Source: an optimization exercise on an open RTL-to-GDS flow (aim: small area, a short achievable clock period and few clock cycles). Production flows keep margins and buffers that such runs may drop. Only the layout flow was run in this run; the RTL was not checked for function there.

===== flow/design.v =====
module JAM (
input CLK,
input RST,
output [2:0] W,
output [2:0] J,
input [6:0] Cost,
output [3:0] MatchCount,
output [9:0] MinCost,
output Valid );
reg        dfs, done;    
reg        first;        
reg  [6:0] p;            
reg  [6:0] mn;           
reg  [7:0] zm;           
reg  [9:0] base;         
reg  [6:0] rm [0:7];     
reg  [6:0] cm [0:7];     
reg  [7:0] zc [0:7];     
reg  [6:0] R  [0:7];     
reg  [2:0] js [0:7];     
reg  [7:0] used;         
reg  [7:0] L;            
reg  [2:0] lv;           
reg  [7:0] jo;           
reg        ev;           
reg        st;           
reg  [9:0] best;
reg  [3:0] cnt;
reg [11:0] G;            
reg [11:0] Gq;           
reg        fix;          
reg        addp;         
reg  [6:0] rq;           
assign MinCost = best;
assign MatchCount = cnt;
assign Valid = done;
integer i;
function [12:0] fadd(input [11:0] a, input [11:0] b, input cin);
    reg [11:0] g, p, gg, pp, c;
    integer k, m;
    begin
        g = a & b;
        p = a ^ b;
        gg = g; pp = p;
        for (k = 1; k < 12; k = k * 2)
            for (m = 11; m >= k; m = m - 1) begin
                gg[m] = gg[m] | (pp[m] & gg[m-k]);
                pp[m] = pp[m] & pp[m-k];
            end
        c[0] = cin;
        for (m = 1; m < 12; m = m + 1) c[m] = gg[m-1] | (pp[m-1] & cin);
        fadd = {gg[11] | (pp[11] & cin), p ^ c};
    end
endfunction
wire [7:0] Lc  = {L[6:0], L[7]};
wire [7:0] Lp  = {L[0], L[7:1]};
wire [7:0] Lpp = {L[1:0], L[7:2]};
function [7:0] zrow(input [7:0] sel);
    integer k;
    for (k = 0; k < 8; k = k + 1) zrow[k] = |(zc[k] & sel);
endfunction
reg [6:0] rmc, cmc, Rpp, Rppp;
reg [2:0] jp, jpp;
always @(*) begin
    rmc = 7'd0; cmc = 7'd0; Rpp = 7'd0; Rppp = 7'd0; jp = 3'd0; jpp = 3'd0;
    for (i = 0; i < 8; i = i + 1) begin
        rmc  = rmc  | (rm[i] & {7{L[i]}});
        cmc  = cmc  | (cm[i] & {7{jo[i]}});
        Rpp  = Rpp  | (R[i]  & {7{Lpp[i]}});
        Rppp = Rppp | (R[i]  & {7{L[(i+3)%8]}});
        jp   = jp   | (js[i] & {3{Lp[i]}});
        jpp  = jpp  | (js[i] & {3{Lpp[i]}});
    end
end
wire [7:0] zr_c  = zrow(L);
wire [7:0] zr_ch = zrow(Lc);
wire [7:0] zr_p  = zrow(Lp);
wire [7:0] bp  = 8'd1 << jp;
wire [7:0] bpp = 8'd1 << jpp;
wire       pass2 = p[6];
wire [6:0] x = pass2 ? (Cost - rmc) : Cost;         
wire       newmin = (p[2:0] == 3'd0) | (x < mn);
wire [6:0] mnn = newmin ? x : mn;
wire [7:0] zmn = newmin ? L : ((x == mn) ? (zm | L) : zm);
wire       lastpos = (p[2:0] == 3'd7);
wire [6:0] pa = p + {6'd0, ~first};                  
function [7:0] lowbit(input [7:0] m);
    lowbit = m & (~m + 8'd1);
endfunction
function [2:0] enc(input [7:0] oh);
    enc = {|(oh & 8'hf0), |(oh & 8'hcc), |(oh & 8'haa)};
endfunction
function [7:0] above(input [7:0] oh);    
    integer k;
    begin
        above[0] = 1'b0;
        for (k = 1; k < 8; k = k + 1) above[k] = above[k-1] | oh[k-1];
    end
endfunction
wire        phc = ~st & ~|(zr_c & jo);               
wire        php = ~|(zr_p & bp);
wire        sle = ~G[11];
wire        slt = (~G[11] & (|G)) | st;
wire        alp = ~Gq[11] & (|Gq);
wire [12:0] Ux  = fadd(G, {5'd0, rq}, 1'b0);
wire [11:0] U   = Ux[11:0];
wire [12:0] Ulx = fadd({5'd0, G[6:0]}, {5'd0, rq}, 1'b0);
wire [7:0]  Ul  = Ulx[7:0];                           
wire        Gbig = ~G[11] & (|G[10:7]);
wire [12:0] cmpe = fadd({4'd0, Ul}, {4'hf, 1'b1, ~Cost}, 1'b1);    
wire [12:0] cmpt = fadd({4'd0, Ul}, {4'hf, 1'b1, ~Cost}, 1'b0);    
wire        cle = Gbig | ~cmpe[11];
wire        clt = Gbig | ~cmpt[11];
wire [9:0]  Y   = best - U[9:0];                      
wire        le  = phc ? cle : sle;
wire        lt  = phc ? clt : slt;
wire [12:0] slx = fadd(U, {5'h1f, ~Cost}, 1'b1);
wire [11:0] sl  = phc ? slx[11:0] : G;               
wire [9:0]  v   = phc ? (Y + {3'd0, Cost}) : (best - G[9:0]);
wire        leaf = L[7];
wire        lfe = ev & leaf;
wire        imp = lfe & lt;                           
wire [7:0] fch = ~used & ~jo;
wire [7:0] m0c = zr_ch & fch;
wire [7:0] m1c = ~zr_ch & fch;
wire       f0c = |m0c;
wire       f1c = |m1c;
wire [7:0] ohc = f0c ? lowbit(m0c) : lowbit(m1c);
wire       desc = ev & ~leaf & le & (f0c | (lt & f1c));
wire [7:0] acu = st ? 8'hff : above(jo);
wire [7:0] m0s = phc ? 8'd0 : (zr_c & ~used & acu);
wire [7:0] m1s = ~zr_c & ~used & (phc ? acu : 8'hff) & {8{slt}};
wire       f0s = |m0s;
wire       fs  = f0s | (|m1s);
wire [7:0] ohs = f0s ? lowbit(m0s) : lowbit(m1s);
wire [7:0] fpa = ~(used & ~bp);
wire [7:0] apa = above(bp);
wire [7:0] m0p = php ? 8'd0 : (zr_p & fpa & apa);
wire [7:0] m1p = ~zr_p & fpa & (php ? apa : 8'hff) & {8{alp}};
wire       f0p = |m0p;
wire       fp  = (f0p | (|m1p)) & ~L[0];
wire [7:0] ohp = f0p ? lowbit(m0p) : lowbit(m1p);
wire [11:0] gpp  = Gq + {5'd0, Rpp};                 
wire [11:0] gppp = gpp + {5'd0, Rppp};               
wire [6:0]  rnew = phc ? (Cost - rq) : 7'd0;    
reg [6:0] rmch, rmp, cmch, cmnc;
always @(*) begin
    rmch = 7'd0; rmp = 7'd0; cmch = 7'd0; cmnc = 7'd0;
    for (i = 0; i < 8; i = i + 1) begin
        rmch = rmch | (rm[i] & {7{Lc[i]}});
        rmp  = rmp  | (rm[i] & {7{Lp[i]}});
        cmch = cmch | (cm[i] & {7{ohc[i]}});
        cmnc = cmnc | (cm[i] & {7{fs ? ohs[i] : ohp[i]}});
    end
end
wire [12:0] rqchx = fadd({5'd0, rmch}, {5'd0, cmch}, 1'b0);
wire [6:0] rqch = rqchx[6:0];
wire [12:0] rqncx = fadd({5'd0, fs ? rmc : rmp}, {5'd0, cmnc}, 1'b0);
wire [6:0] rqnc = rqncx[6:0];
wire [2:0] Wnc = !dfs ? (pass2 ? pa[2:0] : pa[5:3]) : (fs ? lv : lv - 3'd1);
wire [2:0] Jnc = !dfs ? (pass2 ? pa[5:3] : pa[2:0]) : enc(fs ? ohs : ohp);
assign W = desc ? lv + 3'd1 : Wnc;
assign J = desc ? enc(ohc) : Jnc;
always @(posedge CLK) begin
    if (!dfs && !done) begin
        mn <= mnn;
        zm <= zmn;
        if (!pass2 && lastpos) begin
            for (i = 0; i < 7; i = i + 1) rm[i] <= rm[i+1];
            rm[7] <= mnn;
        end
        if (pass2 && lastpos) begin
            for (i = 0; i < 7; i = i + 1) begin cm[i] <= cm[i+1]; zc[i] <= zc[i+1]; end
            cm[7] <= mnn;
            zc[7] <= zmn;
        end
    end else if (dfs && !fix) begin
        if (desc) begin
            for (i = 0; i < 8; i = i + 1) if (L[i]) R[i] <= rnew;
            for (i = 0; i < 8; i = i + 1) if (Lc[i]) js[i] <= enc(ohc);
        end else if (imp) begin
        end else if (fs) begin
            for (i = 0; i < 8; i = i + 1) if (L[i]) js[i] <= enc(ohs);
        end else if (fp) begin
            for (i = 0; i < 8; i = i + 1) if (Lp[i]) js[i] <= enc(ohp);
        end
    end
end
always @(posedge CLK or posedge RST) begin
    if (RST) begin
        dfs <= 1'b0; done <= 1'b0; first <= 1'b1; p <= 7'd0; addp <= 1'b0; fix <= 1'b0; Gq <= 12'd0;
        base <= 10'd0;
        L <= 8'd1; lv <= 3'd0; used <= 8'd0; jo <= 8'd0;
        ev <= 1'b0; st <= 1'b0;
        best <= 10'h3ff; cnt <= 4'd0; G <= 12'd0; rq <= 7'd0;
    end else begin
    if (addp) base <= base + {3'd0, mn};
    if (!dfs && !done) begin
        addp <= lastpos;
        first <= 1'b0;
        p <= pa;
        if (pass2) L <= Lc;
        if (p == 7'd127) begin dfs <= 1'b1; st <= 1'b1; end
    end else if (dfs && fix) begin
        fix <= 1'b0;
        Gq <= Gq - G;
    end else if (dfs) begin
        st <= 1'b0;
        addp <= 1'b0;
        fix <= imp;
        if (lfe) begin
            if (lt) begin best <= v; cnt <= 4'd1; end
            else if (le) cnt <= cnt + 4'd1;
        end
        if (desc) begin
            used <= used | jo;
            L <= Lc; lv <= lv + 3'd1; jo <= ohc; ev <= 1'b1; G <= sl; Gq <= G; rq <= rqch;
        end else if (imp) begin
            ev <= 1'b0; G <= sl;
        end else if (fs) begin
            jo <= ohs; ev <= 1'b1; rq <= rqnc;
        end else if (fp) begin
            used <= used & ~bp;
            L <= Lp; lv <= lv - 3'd1; jo <= ohp; ev <= 1'b1; G <= Gq; Gq <= gpp; rq <= rqnc;
        end else if (L[0] | L[1]) begin
            done <= 1'b1; dfs <= 1'b0;
        end else begin
            used <= used & ~bp & ~bpp;
            L <= Lpp; lv <= lv - 3'd2; jo <= bpp; ev <= 1'b0; G <= gpp; Gq <= gppp;
        end
        if (st) G <= {2'b00, best} - {2'b00, base} - {5'd0, mn};
    end
    end
end
endmodule

===== flow/run.sh =====
#!/bin/bash
# synth_recipe.tcl (not shown) runs the flow's synth.tcl, then flattens the netlist and writes it again
# the make line also repeats each setting of config.mk as NAME=value (left out here)
make -C /OpenROAD-flow-scripts/flow DESIGN_CONFIG=/design/flow/config.mk WORK_HOME=/design/flow/orfs CLKGATE_MAP_FILE= SYNTH_SCRIPT=/design/flow/synth_recipe.tcl finish

===== flow/config.mk =====
export PLATFORM = sky130hd
export DESIGN_NAME = JAM
export DESIGN_NICKNAME = JAM
export VERILOG_FILES = /design/flow/design.v
export SDC_FILE = /design/flow/constraint.sdc
export NUM_CORES = 4
export LEC_CHECK = 0
export CAP_MARGIN = 20
export CORE_MARGIN = 2
export CORE_UTILIZATION = 40
export SLEW_MARGIN = 20

===== flow/constraint.sdc =====
create_clock -name core_clock -period 5.0 [get_ports {CLK}]
set_input_delay 1.0000 -clock core_clock [delete_from_list [all_inputs] [get_ports {CLK}]]
set_output_delay 1.0000 -clock core_clock [all_outputs]
set_load 0.01 [all_outputs]

==> summary.txt <==
==> cells in the mapped netlist, types with 11 or more instances <==
cell        n
a211oi_1   54
a21boi_0   18
a21o_1     44
a21oi_1   135
a221oi_1   16
a222oi_1   14
a22o_1     20
a22oi_1   277
and3_1     15
and4_1     13
buf_1      25
buf_2      19
clkbuf_1  101
dfrtp_1    84
dfstp_2    12
edfxtp_1  271
fa_1       19
ha_1      121
inv_1     125
mux2i_1    18
nand2_1   133
nand2b_1   23
nand3_1    44
nand4_1    76
nor2_1    171
nor2b_1    30
nor3_1     42
nor4_1     14
o211ai_1   12
o21a_1     13
o21ai_0   121
o21ai_1    12
o21bai_1   15
o31ai_1    12
or3_1      11
xnor2_1    77
xor2_1     40
==> layer usage <==
metal	vias to the layer above	GRT usage
met5	-	0
met4	0	0.159
met3	293	0.0450
met2	1088	0.481
met1	11522	0.359
li1	10506	-
==> repair_timing <==
| action | CTS | global route |
|---|---|---|
| endpoints found under the setup margin | 77 | 147 |
| setup buffers | 39 | 56 |
| resized for setup | 144 | 204 |
| gates cloned | 1 | 1 |
| endpoints found under the hold margin | 0 | 0 |
| pin swaps | 45 | 108 |
==> cell type report <==
cell class	instances	area, sq um	share of cell area
clock inverter	28	475	0.0145
inverter	126	475	0.0145
tap	782	978	0.0299
timing repair buffer	636	5290	0.162
clock buffer	54	1180	0.0360
sequential	367	10600	0.323
multi-input combinational	1790	13700	0.420
==> worst max-delay path, stage by stage, from the launching register on <==
cell      delay [ns]
dfrtp_1         0.41
ha_4            0.18
fa_2            0.34
a21o_1          0.20
a21oi_2         0.16
o21bai_1        0.09
a21oi_1         0.18
xnor2_1         0.12
ha_1            0.32
nand4_1         0.19
inv_1           0.12
a21o_1          0.18
nor2_1          0.06
a32o_2          0.26
a2111o_2        0.45
nor2_4          0.16
buf_4           0.12
nand2_2         0.04
a21boi_2        0.17
buf_2           0.14
==> final timing paths <==
check                       from     end
max reg2reg                 L[3]   rq[6]
max in group asynchronous    RST   first
min                        first   first
min in group asynchronous    RST  cnt[1]
max                         G[0]    J[2]
min reg2reg                first   first
==> metrics by stage <==
stage               std cells  worst slack, ns  hold WS, ns  setup TNS [ns]
finish                   3783           -0.477        0.471           -2.98
global route             3783           -0.723        0.480           -6.64
CTS                      3729           -0.544        0.471           -3.02
detailed placement       3607           -0.712        0.462          -18.64
global placement         3607           -0.560        0.451          -11.95
floorplan                2430          -0.0627        0.443         -0.0627
==> logic make-up (layout without fill, tap and decap cells) <==
group,count (synthesis),in the layout,share of synthesized area
DFF,367,367,0.437
AOI/OAI and AO/OA,877,877,0.256
adders and majority gates,140,140,0.0785
buffers and inverters,273,844,0.0439
xor gates and xnor gates,117,117,0.0425
other,1,7,0.000155
and+or+nand+nor,621,621,0.130
muxes,28,28,0.0121
==> state kept, by name, summed over array words and instances, names as in the netlist, 8 cells and up <==
| register | flops |
|---|---|
| L | 8 |
| R | 56 |
| G | 12 |
| base | 10 |
| Gq | 12 |
| jo | 8 |
| used | 8 |
| cm | 56 |
| zm | 8 |
| js | 24 |
| rm | 56 |
| best | 10 |
| zc | 64 |
==> cell usage in the layout (no fill, tap or decap), types with 77 or more instances in the layout <==
master    count
edfxtp_1    271
ha_1        113
o21ai_0      99
nor2_1      159
nand2_1     125
buf_4       540
a21oi_1     112
a22oi_1     238
inv_1       122
dfrtp_1      77
==> flow_summary_export.csv <==
group,metric,value,unit
outcome,status,"failed layout checks",
outcome,violations,"negative setup slack",
placed_design,place_congestion,1.02,
routing,met2_length,44100,um
floorplan,initial_core_util,0.402,
timing,fmax,183,MHz
clock_network,hold_buffers,0,
timing,worst_slew_pin_slew,0.906,ns
yosys,syn-instance-count,2424,
worst_setup_path,required,4.00,ns
final_layout,drive_gt1_frac,0.315,
placed_design,portBuffers,29,
final_layout,finalInstanceArea,32700,sq um
timing,slew_viol_final,0,
clock_network,cts_root_buf,"clkbuf_16",
floorplan,core,60000,sq um
yosys,synth_top_cell_by_area,"edfxtp_1",
floorplan,die-area,62300,sq um
hold_path,min_path_cells,2,
routing,top_layer,"met4",
worst_setup_path,reg2regPathDepth,26,
placed_design,hpwl,69100,um
routing,vias_per_cell,6.19,
final_layout,final_core_util,0.545,
final_layout,fillCellCount,5306,
yosys,yosys_warnings,6,
yosys,synth_area,24100,sq um
global_route,grt-ovfl-total,0,
timing,skew,0.0227,ns
timing,maxSlewHeadroom,0.395,
routing,drt_iter0_markers,2362,
timing,final_hold_viol_count,0,
yosys,yosys.cell_types.count,89,
clock_network,clk_path_buf_depth,3,
routing,wl_per_cell,24.5,um
yosys,avgSynthCellArea,9.95,sq um
yosys,ys_ff_latch,367,
clock_network,clock_latency,0.61,ns
worst_setup_path,crit_path_end_kind,"output port",
yosys,async_reset_ff_frac,0.262,
worst_setup_path,arrival,4.48,ns
timing,setup_ws,-0.477,ns
final_layout,nNetsFinal,3114,
worst_setup_path,rrSetupSlack,-0.15,ns
routing,ant_nets,0,
yosys,synth_top_area_frac,0.337,
clock_network,htreeDepth,2,
global_route,grt_pass1_vias,23168,
global_route,grt_pass1_wl,139000,um
global_route,grt_usage,0.289,
placed_design,placed_area,28900,sq um
timing,setup_violations,9,
timing,rsz0062_at_grt,"true",
worst_setup_path,worstSetupPathType,"flip-flop to output port",
yosys,synth_flop_cell,"edfxtp_1",
clock_network,cts_inserted_buffers,44,
yosys,yosysSeqAreaShare,0.437,
routing,vias,23409,
worst_setup_path,crit_fanout,5,
hold_path,hold_path.class,"flip-flop to flip-flop",
timing,fin_crit,5.48,ns
worst_setup_path,cp-start-kind,"flip-flop",
routing,drt_drc_violations_left,0,
global_route,grt_max_degree,35,
final_layout,num_antenna_cells,0,
global_route,antenna_found_initial,0,
floorplan,die_h,250,um
flow_run,cap_violations,0,
yosys,synth_edf_count,271,
routing,firstDrtPassIters,9,
floorplan,die_x,250,um
floorplan,rows,90,
clock_network,clkTransAtPathRegs,0.06,ns
final_layout,areaGrowthSynthToFinish,35.6,%
yosys,synth.area.top_cells,"edfxtp_1 34%, dfrtp_1 8.7%, a22oi_1 8.6%",
routing,drt-met1-wl,36900,um
floorplan,io_pins,30,
clock_network,clock_sinks,367,
clock_network,cts_tree,"done",
routing,met3_length,6170,um
routing,wl,92700,um
timing,period_share,1.10,

[separate check: timing with driven ports]
How much do the figures lean on ideal ports? The routed layout below was timed once more, with nothing changed but the port constraints. Step 1 (the two cells are an assumption about what drives the block):
set clk [get_ports {CLK}]
set_driving_cell -lib_cell sky130_fd_sc_hd__clkbuf_16 $clk
set_driving_cell -lib_cell sky130_fd_sc_hd__buf_2 [delete_from_list [all_inputs] $clk]
Step 2 adds t to the input delays and takes it off the output delays; t is the mean of the earliest and latest rising clock arrival at the registers after step 1. Input paths then give back, and output paths get back, about the clock's delay inside the block. Three values: no drivers, after step 1, after step 2; two values: the first two.
t, ns: 0.655
setup WS [ns]: -0.477 / -0.538 / -0.154
worst hold slack (ns): 0.471 / 0.471 / 0.471
The setup slack of this run moves by -0.061 ns with the drivers and by +0.323 ns with both steps.
